This is an optimization exercise on Yosys and OpenROAD, whose aim is small area, not a production implementation.
Function was checked by simulation only, so behaviour that the tests miss may differ from the original.

== build 21 ==
==> flow/design.v (excerpt) <==
module CNN_Two_Layer( 
clk, rst_n,
Start1, Image, Filter1, ReadEn1,
Start2, Filter2, ReadEn2,
ConvResult
    );
Settings: LEC_CHECK=0, ABC_AREA=1, CAP_MARGIN=0, CORE_MARGIN=2, CORE_UTILIZATION=60, GPL_TIMING_DRIVEN=0, SLEW_MARGIN=0; clock period 8.0 ns.
standard.sh (not shown) runs the stock make flow with config.mk's settings and CLKGATE_MAP_FILE= SYNTH_SCRIPT=/design/flow/synth_recipe.tcl, a recipe that flattens the netlist after the stock synthesis.
==> flow/flow/run.sh <==
#!/bin/bash
# Layout flow: the standard flow (standard.sh), with these changes:
#  * synthesis is the standard flow's synthesis script (synth_recipe.tcl) unchanged except that
#    its final ABC technology mapping runs flow/abc_map.script (ABC's area mapper
#    amap) in place of ORFS's abc_area.script; registers are mapped before ABC
#    runs, so they are exactly the standard synthesis's;
#  * after synthesis, flow/polarity.py removes the inverters that synthesis leaves
#    around full adders (it uses full adders in inverted form where that saves
#    inverters); registers and all other cells are untouched;
#  * ports are buffered with buf_1 cells;
#  * clock tree synthesis uses clkbuf_4 cells in clusters of up to 10 sinks and
#    inserts no dummy loads.
# Each tool's output goes to a log file of its own in this folder.
set -euo pipefail
cd "$(dirname "$0")/.."
WORK=$(pwd)
RES="$WORK/orfs/results/sky130hd/CNN_Two_Layer/base"

cat > "$WORK/own_synth.tcl" <<EOT
proc abc {args} {
  set i [lsearch \$args -script]
  if {\$i >= 0} { set args [lreplace \$args [expr {\$i + 1}] [expr {\$i + 1}] $WORK/flow/abc_map.script] }
  yosys abc {*}\$args
}
source $WORK/synth_recipe.tcl
EOT
sed "s|SYNTH_SCRIPT=[^ ]*|SYNTH_SCRIPT=$WORK/own_synth.tcl|" standard.sh > "$WORK/own_standard.sh"
grep -q "SYNTH_SCRIPT=$WORK/own_synth.tcl" "$WORK/own_standard.sh"

export BUFFER_PORTS_ARGS="-buffer_cell sky130_fd_sc_hd__buf_1"
export CTS_ARGS="-sink_clustering_enable -repair_clock_nets -sink_clustering_size 10 -sink_clustering_max_diameter 50 -buf_list sky130_fd_sc_hd__clkbuf_4 -dont_use_dummy_load"

bash "$WORK/own_standard.sh" "$RES/1_2_yosys.v" > "$WORK/synth.log" 2>&1
cp "$RES/1_2_yosys.v" "$WORK/1_2_yosys.mapped.v"
python3 flow/polarity.py "$RES/1_2_yosys.v" > "$WORK/polarity.log" 2>&1
bash "$WORK/own_standard.sh" > "$WORK/layout.log" 2>&1
==> flow/flow/abc_map.script <==
strash
dch -f
amap
topo
stime -c
buffer -c
upsize -c
dnsize -c
Other scripts of this flow, unchanged in this note and not shown: flow/flow/polarity.py
The inputs of build 71 differ from those of build 21 as listed below.
# build 21
export LEC_CHECK = 0
export ABC_AREA = 1
export CAP_MARGIN = 0
export CORE_MARGIN = 2
export CORE_UTILIZATION = 60
export GPL_TIMING_DRIVEN = 0
export SLEW_MARGIN = 0
create_clock -name core_clock -period 8.0 [get_ports {clk}]
# build 71
export LEC_CHECK = 0
export ABC_AREA = 1
export CAP_MARGIN = 0
export CORE_MARGIN = 2
export CORE_UTILIZATION = 60
export SLEW_MARGIN = 0
create_clock -name core_clock -period 8.0 [get_ports {clk}]
==> flow/flow/run.sh <==
#!/bin/bash
# Layout flow: the standard flow, with three changes:
#  * after the standard synthesis, flow/polarity.py removes the inverters that
#    synthesis leaves around full adders (it uses full adders in inverted form
#    where that saves inverters); registers and all other cells are untouched;
#  * ports are buffered with buf_1 cells;
#  * clock tree synthesis inserts no dummy loads.
# Each tool's output goes to a log file of its own in this folder.
set -euo pipefail
cd "$(dirname "$0")/.."
WORK=$(pwd)
RES="$WORK/orfs/results/sky130hd/CNN_Two_Layer/base"

export BUFFER_PORTS_ARGS="-buffer_cell sky130_fd_sc_hd__buf_1"
export CTS_ARGS="-sink_clustering_enable -repair_clock_nets -sink_clustering_size 10 -sink_clustering_max_diameter 50 -buf_list sky130_fd_sc_hd__clkbuf_4 -dont_use_dummy_load"

bash standard.sh "$RES/1_2_yosys.v" > "$WORK/synth.log" 2>&1
cp "$RES/1_2_yosys.v" "$WORK/1_2_yosys.standard.v"
python3 flow/polarity.py "$RES/1_2_yosys.v" > "$WORK/polarity.log" 2>&1
bash standard.sh > "$WORK/layout.log" 2>&1
removed: flow/flow/abc_map.script
--- outcome ---
- Both conditions hold for build 71: the flow ran to the end and the final layout passed the timing, design-rule and antenna checks.
- Measured against build 71, the HPWL after detailed placement of build 21 comes out at 1.10 times the reference value.
- Per the comparison of build 71 with build 21, area of the multi-input gates picked up an extra about 10%, fmax now sits lower.
- NOTE via count build 21->build 71 increased by a few percent
- xnor2_1 as the highest-delay cell along the critical path was reported by build 71, and dfstp_2 by build 21.
- [compare] base=build 21 new=build 71: initial antenna violation count dropped 1, average instance area after synthesis dropped 15%.
Input-level comparison between build 23 and build 71:
==> flow/flow/run.sh <==
#!/bin/bash
# Layout flow: the standard flow (standard.sh), with these changes:
#  * synthesis is the standard flow's synthesis script (synth_recipe.tcl) unchanged except that
#    its final ABC technology mapping runs flow/abc_map.script (ABC's area mapper
#    amap) in place of ORFS's abc_area.script; registers are mapped before ABC
#    runs, so they are exactly the standard synthesis's;
#  * after synthesis, flow/polarity.py removes the inverters that synthesis leaves
#    around full adders (it uses full adders in inverted form where that saves
#    inverters); registers and all other cells are untouched;
#  * ports are buffered with buf_1 cells;
#  * clock tree synthesis uses clkbuf_8 cells in clusters of up to 16 sinks and
#    inserts no dummy loads.
# Each tool's output goes to a log file of its own in this folder.
set -euo pipefail
cd "$(dirname "$0")/.."
WORK=$(pwd)
RES="$WORK/orfs/results/sky130hd/CNN_Two_Layer/base"

cat > "$WORK/own_synth.tcl" <<EOT
proc abc {args} {
  set i [lsearch \$args -script]
  if {\$i >= 0} { set args [lreplace \$args [expr {\$i + 1}] [expr {\$i + 1}] $WORK/flow/abc_map.script] }
  yosys abc {*}\$args
}
source $WORK/synth_recipe.tcl
EOT
sed "s|SYNTH_SCRIPT=[^ ]*|SYNTH_SCRIPT=$WORK/own_synth.tcl|" standard.sh > "$WORK/own_standard.sh"
grep -q "SYNTH_SCRIPT=$WORK/own_synth.tcl" "$WORK/own_standard.sh"

export BUFFER_PORTS_ARGS="-buffer_cell sky130_fd_sc_hd__buf_1"
export CTS_ARGS="-sink_clustering_enable -repair_clock_nets -sink_clustering_size 16 -sink_clustering_max_diameter 60 -buf_list sky130_fd_sc_hd__clkbuf_8 -dont_use_dummy_load"

bash "$WORK/own_standard.sh" "$RES/1_2_yosys.v" > "$WORK/synth.log" 2>&1
cp "$RES/1_2_yosys.v" "$WORK/1_2_yosys.mapped.v"
python3 flow/polarity.py "$RES/1_2_yosys.v" > "$WORK/polarity.log" 2>&1
bash "$WORK/own_standard.sh" > "$WORK/layout.log" 2>&1
==> flow/flow/abc_map.script (new file) <==
strash
dch -f
amap
topo
stime -c
buffer -c
upsize -c
dnsize -c
Notes after the runs:
Build 23 vs build 71: total length of routed met2 wires down by a few percent. Routed wire in build 23 totals less than in build 71. Having completed the whole flow, build 23 delivered a layout that passed the timing, design-rule and antenna checks. Diff build 71 -> build 23: core utilization picked up an extra 1.4 points, clock-buffer cell count lost about 33%, total track usage lost 0.75 points. Non-clock buffer count went down by more than 10% going from build 71 to build 23. Build 71 -> build 23: depth of the worst hold-timing path delta 0, exact match.

========
CNN_Two_Layer again, from the RTL that the note above started with.
==> flow/config.mk <==
export PLATFORM = sky130hd
export DESIGN_NAME = CNN_Two_Layer
export DESIGN_NICKNAME = CNN_Two_Layer
export VERILOG_FILES = /design/flow/design.v
export SDC_FILE = /design/flow/constraint.sdc
export NUM_CORES = 4
export LEC_CHECK = 0
export ABC_AREA = 0
export CAP_MARGIN = 20
export CORE_MARGIN = 2
export CORE_UTILIZATION = 60
export CTS_BUF_LIST = sky130_fd_sc_hd__clkbuf_8
export CTS_CLUSTER_DIAMETER = 60
export CTS_CLUSTER_SIZE = 16
export SLEW_MARGIN = 20
==> flow/constraint.sdc <==
create_clock -name core_clock -period 8.0 [get_ports {clk}]
set_input_delay 1.6000 -clock core_clock [delete_from_list [all_inputs] [get_ports {clk}]]
set_output_delay 1.6000 -clock core_clock [all_outputs]
set_load 0.01 [all_outputs]
==> flow/flow/run.sh <==
#!/bin/bash
# Layout flow: the standard flow, with three changes:
#  * after the standard synthesis, flow/polarity.py removes the inverters that
#    synthesis leaves around full adders (it uses full adders in inverted form
#    where that saves inverters); registers and all other cells are untouched;
#  * ports are buffered with buf_1 cells;
#  * clock tree synthesis inserts no dummy loads.
# Each tool's output goes to a log file of its own in this folder.
set -euo pipefail
cd "$(dirname "$0")/.."
WORK=$(pwd)
RES="$WORK/orfs/results/sky130hd/CNN_Two_Layer/base"

export BUFFER_PORTS_ARGS="-buffer_cell sky130_fd_sc_hd__buf_1"
export CTS_ARGS="-sink_clustering_enable -repair_clock_nets -sink_clustering_size 16 -sink_clustering_max_diameter 60 -buf_list sky130_fd_sc_hd__clkbuf_8 -dont_use_dummy_load"

bash standard.sh "$RES/1_2_yosys.v" > "$WORK/synth.log" 2>&1
cp "$RES/1_2_yosys.v" "$WORK/1_2_yosys.standard.v"
python3 flow/polarity.py "$RES/1_2_yosys.v" > "$WORK/polarity.log" 2>&1
bash standard.sh > "$WORK/layout.log" 2>&1
Other scripts of this flow, unchanged in this note and not shown: flow/flow/polarity.py
==> next run, changes <==
Settings changed: ABC_AREA 0 to 1, CAP_MARGIN 20 to 0, CTS_BUF_LIST sky130_fd_sc_hd__clkbuf_8 to not set, CTS_CLUSTER_DIAMETER 60 to not set, CTS_CLUSTER_SIZE 16 to not set, SLEW_MARGIN 20 to 0.
What happened: Setup slack is better by 0.13 ns. Synthesized cell count climbs by a quarter to a third. Utilization drops by 0.36 points.

## port drivers added, routing unchanged
Ports are ideal in the flow. The routed layouts listed here were re-timed in OpenROAD. Step 1, drivers: a clkbuf_16 drives clk and a buf_2 each remaining input, both assumed. Step 2 adds t to the input delays and takes it off the output delays; t is the mean of the earliest and latest rising clock arrival at the registers after step 1. Input paths then give back, and output paths get back, about the clock's delay inside the block. Three values: no drivers, after step 1, after step 2; two values: the first two.
| run | shift t [ns] | setup slack, ns | latest minus earliest clock arrival (ns) |
|---|---|---|---|
| build 21 | 0.807 | 0.481 / 0.481 / 0.038 | 0.084 / 0.084 |
| build 71 | 0.824 | 0.421 / 0.447 / -0.377 | 0.090 / 0.090 |
| build 23 | 0.587 | 0.675 / 0.687 / 0.111 | 0.078 / 0.077 |
| the first run of note 2 | 0.641 | 0.514 / 0.543 / -0.099 | 0.068 / 0.067 |
| the second run of note 2 | 0.603 | 0.645 / 0.672 / 0.069 | 0.078 / 0.078 |
Met with ideal ports but missed after step 2: setup timing in build 71 and the first run of note 2. The setup slack of build 71, which loses most, moves by +0.026 ns with the drivers and by -0.798 ns with both steps.
